This is an optimization exercise on Yosys and OpenROAD, whose aim is small area, a short achievable clock period and few clock cycles, not a production implementation.
The RTL was checked by simulation tests, not by an equivalence proof against the original design.
Power and IR drop assume default switching activity.

[flow/run.sh]
#!/bin/bash
# synth_recipe.tcl (not shown) runs the flow's synth.tcl, then flattens the netlist and writes it again
# the make line also repeats each setting of config.mk as NAME=value (left out here)
make -C /OpenROAD-flow-scripts/flow DESIGN_CONFIG=/design/flow/config.mk WORK_HOME=/design/flow/orfs CLKGATE_MAP_FILE= SYNTH_SCRIPT=/design/flow/synth_recipe.tcl finish
[flow/config.mk]
export PLATFORM = sky130hd
export DESIGN_NAME = JAM
export DESIGN_NICKNAME = JAM
export VERILOG_FILES = /design/flow/design.v
export SDC_FILE = /design/flow/constraint.sdc
export NUM_CORES = 4
export LEC_CHECK = 0
export CAP_MARGIN = 20
export CORE_MARGIN = 2
export CORE_UTILIZATION = 40
export SLEW_MARGIN = 20
[flow/design.v]
module JAM (
    input CLK,
    input RST,
    output reg [2:0] W,
    output reg [2:0] J,
    input [6:0] Cost,  
    output reg [3:0] MatchCount,  
    output reg [9:0] MinCost,  
    output reg Valid 
);
    reg [2:0] term [0:7];
    reg [9:0] current_sum;   
    reg [2:0] worker_index;    
    reg [2:0] state;
    parameter  STATE_INIT = 3'd0,
               STATE_SEARCH = 3'd1,
               STATE_ADD = 3'd2,
               STATE_COMPARE = 3'd3, 
               STATE_FIND_K_LOOP = 3'd4,  
               STATE_FIND_L_LOOP = 3'd5,
               STATE_REVERSE_LOOP = 3'd6,
               STATE_DONE = 3'd7;
    reg [2:0] k, l;           
    reg [2:0] rev_i, rev_j;   
    always @(posedge CLK) begin
        if(RST)begin
            state <= STATE_INIT;
            term[0] <= 3'd0;
            term[1] <= 3'd1;
            term[2] <= 3'd2;
            term[3] <= 3'd3;
            term[4] <= 3'd4;
            term[5] <= 3'd5;
            term[6] <= 3'd6;
            term[7] <= 3'd7;
            current_sum <= 10'd0;
            MinCost <= 10'd1023;
            MatchCount <= 4'd0;
            Valid <= 1'b0;
            worker_index <= 3'd0;
            W <= 3'd0;
            J <= 3'd0;
        end
        else begin
            case (state)
                STATE_INIT: begin
                    worker_index <= 3'd0;
                    current_sum <= 10'd0;
                    W <= worker_index;
                    J <= term[worker_index];
                    state <= STATE_SEARCH;                    
                end 
                STATE_SEARCH: begin  
                    W <= worker_index+1;
                    J <= term[worker_index+1];
                    state <= STATE_ADD;
                end
                STATE_ADD: begin  
                   current_sum <= current_sum + Cost;
                   if (worker_index == 3'd7) begin
                        state <= STATE_COMPARE;
                   end
                   else begin
                        W <= worker_index+2;
                        J <= term[worker_index+2];
                        worker_index <= worker_index + 3'd1;
                        state <= STATE_ADD;
                   end 
                end
                STATE_COMPARE: begin  
                    if (current_sum < MinCost) begin
                        MinCost <= current_sum;
                        MatchCount <= 4'd1;
                    end
                    else if (current_sum == MinCost) begin
                        MatchCount <= MatchCount + 4'd1;
                    end
                        k <= 3'd6;
                        state <= STATE_FIND_K_LOOP;
                end
                STATE_FIND_K_LOOP: begin  
                    if (term[k] < term[k+1]) begin 
                        l <= 3'd7;
                        state <= STATE_FIND_L_LOOP;
                    end
                    else if (k == 3'd0)  
                        state <= STATE_DONE; 
                    else begin
                        if(term[k-1] < term[k])begin
                            k <= k - 1;
                            state <= STATE_FIND_L_LOOP;
                        end
                        else begin
                            k <= k - 1;
                            state <= STATE_FIND_K_LOOP;  
                        end
                    end
                end
                STATE_FIND_L_LOOP: begin  
                    if (term[l] > term[k]) begin
                        {term[k], term[l]} <= {term[l], term[k]};
                        rev_i <= k + 1;
                        rev_j <= 3'd7;
                        state <= STATE_REVERSE_LOOP;
                    end
                    else begin
                        l <= l - 1;
                       state <= STATE_FIND_L_LOOP; 
                    end
                end
                STATE_REVERSE_LOOP: begin
                    if (rev_i < rev_j) begin
                        {term[rev_i], term[rev_j]} <= {term[rev_j], term[rev_i]};
                        rev_i <= rev_i + 1;
                        rev_j <= rev_j - 1;
                        if(rev_i + 1 >= rev_j - 1)begin
                            current_sum <= 10'd0;
                            worker_index <= 3'd0;
                            state <= STATE_INIT; 
                        end
                        else;
                    end
                    else begin 
                        state <= STATE_INIT;
                        current_sum <= 10'd0;
                        worker_index <= 3'd0;
                    end
                end
                STATE_DONE: begin  
                    Valid <= 1'b1;
                    state <= STATE_DONE;
                end
                default: state <= STATE_INIT;
            endcase
        end
    end
endmodule
[flow/constraint.sdc]
create_clock -name core_clock -period 10.0 [get_ports {CLK}]
set_input_delay 2.0000 -clock core_clock [delete_from_list [all_inputs] [get_ports {CLK}]]
set_output_delay 2.0000 -clock core_clock [all_outputs]
set_load 0.01 [all_outputs]
==> impl_metrics.yaml <==
run_status:
  status: "finished clean"
synth:
  synth.distinct_cells: 74
  yosysWarnings: 1
  synth-seq-cells: 88
  synth.cell_area_um2: 6750
  synthTopCellsByCount: "dfxtp_1, nor2_1, mux4_2"
  synth_seq_area_share_pct: 31.4
  synth.avg_cell_area_um2: 10.3
  synth_cells: 653
  async_flop_share_pct: 0
  synth.area.top_cells: "edfxtp_1, mux4_2, dfxtp_1"
  yosysTopAreaCell: "edfxtp_1"
  synth_top_area_share_pct: 16.0
  synth_edf_count: 36
  yosys.cell_count.top_type: "dfxtp_1"
  syn_nets: 703
  ys.flop_type: "dfxtp_1"
timing:
  final-hold-violation-count: 0
  setup_tns_ps: 0
  worst_slew_pin_slew_ps: 1090
  rsz0062_at_grt: "no"
  slew_viol_final: 0
  min_period_ps: 5450
  max_slew_margin_pct: 26.8
  max_clock_freq_mhz: 183
  fin_crit_sh_pct: 54.5
  whs_ps: 457
  clock_skew_ps: 10.4
  setup_viol: 0
drt:
  vias: 5704
  wl_per_cell_um: 21.5
  drc: 0
  first_pass_iters: 6
  drtIter0Drc: 508
  routed_wl_um: 19100
  drt.antenna.violating_nets: 0
  via_per_inst: 6.41
setup_path:
  crit_chain: "clkdlybuf4s50_1 > buf_4 > clkinv_1 > nand2_1 > nor4_1 > o221ai_1 > o21ai_0 > or3_1"
  critPathSlowestCell: "clkinv_1"
  r2r_cells: 12
  critPathRequiredTime_ps: 10090
  crit_family: "buffers and inverters"
  rrSetupSlack_ps: 5790
  r2r_end: "state[0]$_SDFFE_PP0P_"
  worst-path-buf-inv: 3
  crit_type: "in -> reg"
  path_max_fanout: 40
  start_kind: "input port"
  end_kind: "flip-flop"
  cpPeakStageDelay_ps: 890
  arrival_ps: 5540
  crit-reg2reg-launch: "k[0]$_DFFE_PP_"
floorplan:
  die_h_um: 134
  die_area_um2: 17900
  pin_count: 30
  start_util_pct: 40.8
  core_area_um2: 16500
  placementRows: 47
  die_w_um: 134
layout:
  diodes: 0
  fillers: 1518
  nets: 715
  drive_gt1_share_pct: 16.4
  area_growth_pct: 11.5
worst_hold_path:
  hold_depth: 2
  hold_end: "Valid$_SDFFE_PP0P_"
  min_from: "Valid$_SDFFE_PP0P_"
  hp-class: "reg -> reg"
clocking:
  cts.path.max_buffers: 2
  cts_tree: "built"
  hold_buffers: 0
  cts_root_buffer: "clkbuf_16"
  clock_sinks: 88
  clk_latency_ps: 350
  cts-htree-levels: 3
  cts_setup_buffers: 0
  numCtsBuffers: 9
  cts_resized: 0
  cts.clk_slew.worst_paths_ps: 70
global_route:
  grt-ovfl-total: 0
  grt_first_pass_wirelength_um: 30200
  antenna_found_initial: 0
  grt_usage_pct: 21.7
  grt_max_degree: 41
  grt_pass1_vias: 5617
placed_design:
  hpwlAfterDp_um: 14100
  place_congestion: 0.865
  io_buffer_count: 29
power:
  peakVddDrop_mv: 0.0893
  leakage_nw: 2.67
  powerDensity_nw_per_um2: 136
run:
  max_cap_violations: 0
power breakdown:
group | total [W] | internal [W] | leakage (nW) | switching, W
Clock | 0.000349 | 0.000195 | 0.137 | 0.000154
Sequential | 0.000436 | 0.000397 | 0.725 | 0.0000385
Combinational | 0.000242 | 0.000116 | 1.81 | 0.000125
Total | 0.00103 | 0.000709 | 2.67 | 0.000317
through the flow:
stage	power, W	area, um2	util [%]	cells	worst slack [ps]
floorplan	0.000601	6750	-	653	6250
global placement	0.000679	7220	43.7	874	4210
detailed placement	0.000685	7220	43.7	874	4160
CTS	0.00103	7520	45.5	890	4530
global route	0.00108	7520	45.5	890	4170
finish	0.00103	7520	45.5	890	4550
kinds of logic (layout without fill, tap and decap cells):
kind of cell               after synthesis  in the layout  share of synthesized area, %
DFF                                     88             88                          31.4
xor gates and xnor gates                11             11                          1.43
AOI/OAI and AO/OA                      152            152                          16.0
muxes                                   96             96                          24.7
and+or+nand+nor                        196            196                          14.8
adders and majority gates               41             41                          7.71
buffers and inverters                   69             86                          4.04
how the worst max path moves through the flow:
| stage | start | to | slack, ps | depth (start not counted) |
|---|---|---|---|---|
| 2_1_floorplan | RST | term[0][1]$_DFFE_PP_ | 6250 | 7 |
| 3_3_place_gp | RST | term[7][0]$_DFFE_PP_ | 4210 | 8 |
| 3_5_place_dp | RST | term[7][0]$_DFFE_PP_ | 4160 | 8 |
| 4_1_cts | RST | term[7][0]$_DFFE_PP_ | 4530 | 8 |
| 5_1_grt | RST | term[7][0]$_DFFE_PP_ | 4170 | 8 |
| 6_report | RST | term[7][0]$_DFFE_PP_ | 4550 | 8 |
per-layer routing:
layer	wire length (um)	up-vias	global-route usage, %	share of wire (%)
met3	1340	40	3.25	7.0
li1	-	2588	-	-
met5	0	-	0	0
met1	7940	2812	28.1	42
met2	9190	264	36.1	48
met4	617	0	9.81	3.2
cell usage in the layout, fill, tap and decap left out, types with 10 or more instances in the layout:
cell type,n
mux2_2,23
clkdlybuf4s50_1,29
nor2b_1,10
o211ai_1,13
a31oi_1,12
nand2_1,30
a21oi_1,25
nor2_1,48
dfxtp_1,52
edfxtp_1,36
ha_1,40
mux2i_1,20
nand3_1,27
mux4_2,47
o21ai_0,24
inv_1,32
nor3_1,21
area by class of cell:
| type | count | area, um2 | area share [%] |
|---|---|---|---|
| timing repair buffer | 35 | 335 | 4.46 |
| tap | 220 | 275 | 3.66 |
| clock inverter | 6 | 66.3 | 0.881 |
| multi-input combinational | 496 | 4370 | 58.0 |
| inverter | 35 | 131 | 1.75 |
| sequential | 88 | 2120 | 28.2 |
| clock buffer | 10 | 229 | 3.04 |
worst register-to-register path, stage by stage, from the launching register on:
cell and delay, ps:
edfxtp_1 780, clkinv_1 480, ha_1 380, xnor2_1 570
mux4_1 400, mux2_2 280, ha_1 270, nor2_1 50
nor2_1 90, o22a_1 140, o21ai_0 70, or4_1 420
and3_1 190
Testbench counts, summed over its fixed seeds: cycles 18,863,744.

## static timing again, ports no longer ideal
In the flow no input, the clock included, has a driving cell. The finished layout below was timed again as built, in two steps. Step 1 (the two cells are an assumption about what drives the block):
set clk [get_ports {CLK}]
set_driving_cell -lib_cell sky130_fd_sc_hd__clkbuf_16 $clk
set_driving_cell -lib_cell sky130_fd_sc_hd__buf_2 [delete_from_list [all_inputs] $clk]
Step 2 moves the port delays by t, midway between the first and last clock arrival at a register: inputs arrive t later, outputs are due t later. That takes back most of the time a late clock gives input paths. a / b / c = no drivers / after step 1 / after step 2; a / b = the first two.
shift t [ns]: 0.390
setup WS [ns]: 4.546 / 4.565 / 4.175
clock arrival spread, ns: 0.010 / 0.010
worst register clock-pin slew, ns: 0.07 / 0.07
worst data-port slew with drivers (ns): 0.04
After both steps setup and hold are still met in this run. For this run, drivers alone change the setup slack by +0.019 ns; drivers and shift together by -0.371 ns.
